Context: an optimization exercise on an open-source flow, tuned for small area, a short achievable clock period and few clock cycles. The choices shown serve that exercise and are no tape-out recipe.
At most, simulation tests tie the RTL to the original design; equivalence was not proved.

== pepper ==
==> module divider, before the edit <==
module divider (
    input div_clk, reset,
    input div,
    input div_signed,
    input [31:0] x, y,
    input use_mod,
    output [31:0] div_result,
    output div_ok
);
    localparam IDLE = 2'd0, NORM = 2'd1, ITER = 2'd2, DONE = 2'd3;
    reg  [1:0]  state;
    reg         done;
    reg  [32:0] V;       
    reg  [32:0] D;       
    reg  [31:0] A;       
    reg         xneg, qneg, mod, sub;
    assign div_ok     = done;
    assign div_result = A;
    wire        sx = div_signed & x[31];
    wire        sy = div_signed & y[31];
    wire [31:0] xu = sx ? {~x[30:0], 1'b1} : x;
    wire [31:0] yu = sy ? {~y[31:1], 1'b1} : y;      
    wire [5:0]  xz_in, yz_in;
    wire        xall0, yall0;
    lzc32 lzx (.a(xu), .z(xz_in), .all0(xall0));
    lzc32 lzy (.a(yu), .z(yz_in), .all0(yall0));
    reg  [5:0]  ncx, cy;   
    wire [6:0]  dd = {1'b0, cy} + {1'b1, ncx} + 7'd1;   
    wire        trivial = dd[6] | cy[5];      
    wire [32:0] s1  = dd[0] ? {D[31:0],   sub}        : D;
    wire [32:0] s2  = dd[1] ? {s1[30:0],  {2{sub}}}   : s1;
    wire [32:0] s3  = dd[2] ? {s2[28:0],  {4{sub}}}   : s2;
    wire [32:0] s4  = dd[3] ? {s3[24:0],  {8{sub}}}   : s3;
    wire [32:0] Dsh = dd[4] ? {s4[16:0],  {16{sub}}}  : s4;
    wire        fast;
    msb_less lt (.a(xu), .b(yu), .lt(fast));
    wire [33:0] Tc = {V, 1'b1} + {D, sub};
    wire [32:0] T = Tc[33:1];
    wire [32:0] zs = (V ^ D) ^ {(V[31:0] | D[31:0]), 1'b0};
    wire        Z  = sub ? (V == ~D) : ~|zs;
    wire        acc = xneg ? (T[32] | Z) : ~T[32];
    always @(posedge div_clk) begin
        if (reset) begin
            state <= IDLE;
            done  <= 1'b0;
        end else begin
            case (state)
                IDLE: if (div) begin
                          if (fast) begin
                              state <= DONE;
                              done  <= 1'b1;
                          end else
                              state <= NORM;
                      end
                NORM: if (trivial) begin
                          state <= DONE;
                          done  <= 1'b1;
                      end else
                          state <= ITER;
                ITER: if (cy[4:0] == 5'd0) begin
                          state <= DONE;
                          done  <= 1'b1;
                      end
                DONE: begin
                          state <= IDLE;
                          done  <= 1'b0;
                      end
            endcase
        end
    end
    always @(posedge div_clk) begin
        case (state)
            IDLE: begin
                V    <= {div_signed & x[31], x};
                D    <= {div_signed & y[31], y} ^ {33{~(div_signed & (x[31] ^ y[31]))}};
                xneg <= div_signed & x[31];
                qneg <= div_signed & (x[31] ^ y[31]);
                sub  <= ~(div_signed & (x[31] ^ y[31]));
                mod  <= use_mod;
                ncx  <= ~xz_in;
                cy   <= yz_in;
                A    <= use_mod ? x : 32'd0;
            end
            NORM: begin
                if (qneg & acc) V <= T;
                qneg <= qneg & acc;
                if (mod) begin
                    if (qneg & acc) A <= T[31:0];
                end else
                    A <= {32{qneg & acc}};
                D   <= Dsh;
                cy  <= {1'b0, dd[4:0]};
            end
            ITER: begin
                if (acc) V <= T;
                D <= {D[32], D[32:1]};
                if (mod) begin
                    if (acc) A <= T[31:0];
                end else
                    A <= {A[30:0], acc ^ qneg};
                cy  <= cy - 6'd1;
            end
            default: ;
        endcase
    end
endmodule
Settings: LEC_CHECK=0, ABC_AREA=1, CAP_MARGIN=20, CORE_MARGIN=2, CORE_UTILIZATION=40, SETUP_SLACK_MARGIN=4.5, SLEW_MARGIN=20; clock period 8.0 ns.
standard.sh (not shown) runs the stock make flow with config.mk's settings and CLKGATE_MAP_FILE= SYNTH_SCRIPT=/design/flow/synth_recipe.tcl, a recipe that flattens the netlist after the stock synthesis.
==> flow/flow/run.sh <==
#!/bin/bash
# The standard layout, with the ports buffered by buf_4 cells instead of
# the delay cells buffer_ports picks by default. Each step's output goes to a
# log of its own.
set -euo pipefail
bash standard.sh synth > synth.log 2>&1
bash standard.sh 'BUFFER_PORTS_ARGS=-buffer_cell sky130_fd_sc_hd__buf_4' finish > layout.log 2>&1
pepper finished every stage and its layout cleared the timing, design-rule and antenna checks.
## Diff of input files: sierra against pepper
-- flow/design.v --
<<< pepper, line 35
    wire        fast;
    msb_less lt (.a(xu), .b(yu), .lt(fast));
    wire [33:0] Tc = {V, 1'b1} + {D, sub};
    wire [32:0] T = Tc[33:1];
    wire [32:0] zs = (V ^ D) ^ {(V[31:0] | D[31:0]), 1'b0};
    wire        Z  = sub ? (V == ~D) : ~|zs;
    wire        acc = xneg ? (T[32] | Z) : ~T[32];
    always @(posedge div_clk) begin
        if (reset) begin
>>> sierra, line 35
    wire        fast;
    msb_less lt (.a(xu), .b(yu), .lt(fast));
    wire [33:0] Tc = {1'b0, V[31:0], 1'b1} + {1'b0, D[31:0], sub};
    wire        c32 = Tc[33];
    wire [32:0] T = {V[32] ^ D[32] ^ c32, Tc[32:1]};
    wire [32:0] zs = (V ^ D) ^ {(V[31:0] | D[31:0]), 1'b0};
    wire        Z  = sub ? (V == ~D) : ~|zs;
    wire        acc = xneg ? ((V[32] ^ c32) | Z) : c32;
    always @(posedge div_clk) begin
        if (reset) begin
<<< pepper, line 70
    end
    always @(posedge div_clk) begin
        case (state)
            IDLE: begin
                V    <= {div_signed & x[31], x};
                D    <= {div_signed & y[31], y} ^ {33{~(div_signed & (x[31] ^ y[31]))}};
                xneg <= div_signed & x[31];
                qneg <= div_signed & (x[31] ^ y[31]);
                sub  <= ~(div_signed & (x[31] ^ y[31]));
                mod  <= use_mod;
                ncx  <= ~xz_in;
                cy   <= yz_in;
                A    <= use_mod ? x : 32'd0;
>>> sierra, line 71
    end
    always @(posedge div_clk) begin
        xneg <= div_signed & x[31];
        sub  <= ~(div_signed & (x[31] ^ y[31]));
        mod  <= use_mod;
        ncx  <= ~xz_in;
        case (state)
            IDLE: begin
                V    <= {div_signed & x[31], x};
                D    <= {div_signed & y[31], y} ^ {33{~(div_signed & (x[31] ^ y[31]))}};
                qneg <= div_signed & (x[31] ^ y[31]);
                cy   <= yz_in;
                A    <= use_mod ? x : 32'd0;
<<< pepper, line 92
                cy  <= {1'b0, dd[4:0]};
            end
            ITER: begin
                if (acc) V <= T;
                D <= {D[32], D[32:1]};
                if (mod) begin
                    if (acc) A <= T[31:0];
                end else
                    A <= {A[30:0], acc ^ qneg};
                cy  <= cy - 6'd1;
            end
            default: ;
        endcase
    end
>>> sierra, line 93
                cy  <= {1'b0, dd[4:0]};
            end
            default: begin
                if (acc) V <= T;
                if (mod) begin
                    if (acc) A <= T[31:0];
                end else
                    A <= {A[30:0], acc ^ qneg};
                D   <= {D[32], D[32:1]};
                cy  <= cy - 6'd1;
            end
        endcase
    end
## What came out
Compared with pepper, sierra improves worst max-slew margin expressed relative to the limit.
sierra vs. pepper: instance area at placement went down; synthesized area per cell went down.
STATUS maximum clock frequency: sierra wins against pepper
In the metrics for sierra and pepper, the one carrying the higher tap cell count is pepper.
Comparing the two runs side by side, sierra comes out ahead of pepper on worst setup slack.
Testbench counts of sierra, summed over its fixed seeds: cycles 30,551.
The RTL of pepper was laid out without a check of its function.

==> static timing again, ports no longer ideal <==
In the flow no input, the clock included, has a driving cell. The finished layouts below were timed again as built, in two steps. Step 1, drivers: a clkbuf_16 drives div_clk and a buf_2 each remaining input, both assumed. Step 2 times the ports against the registers' clock, not the clock port: input delays grow and output delays shrink by t, the midpoint of the rising clock arrivals with the driver on. Slacks: ideal ports / drivers / drivers and shift; pairs: ideal ports / drivers.
| run | shift t [ns] | setup WS [ns] | clock arrival spread, ns |
|---|---|---|---|
| pepper | 0.495 | 4.571 / 4.571 / 4.142 | 0.015 / 0.015 |
| sierra | 0.476 | 4.595 / 4.595 / 4.174 | 0.014 / 0.014 |
After both steps setup and hold are still met in every run listed. For pepper, which loses most, drivers alone change the setup slack by 0.000 ns; drivers and shift together by -0.429 ns.
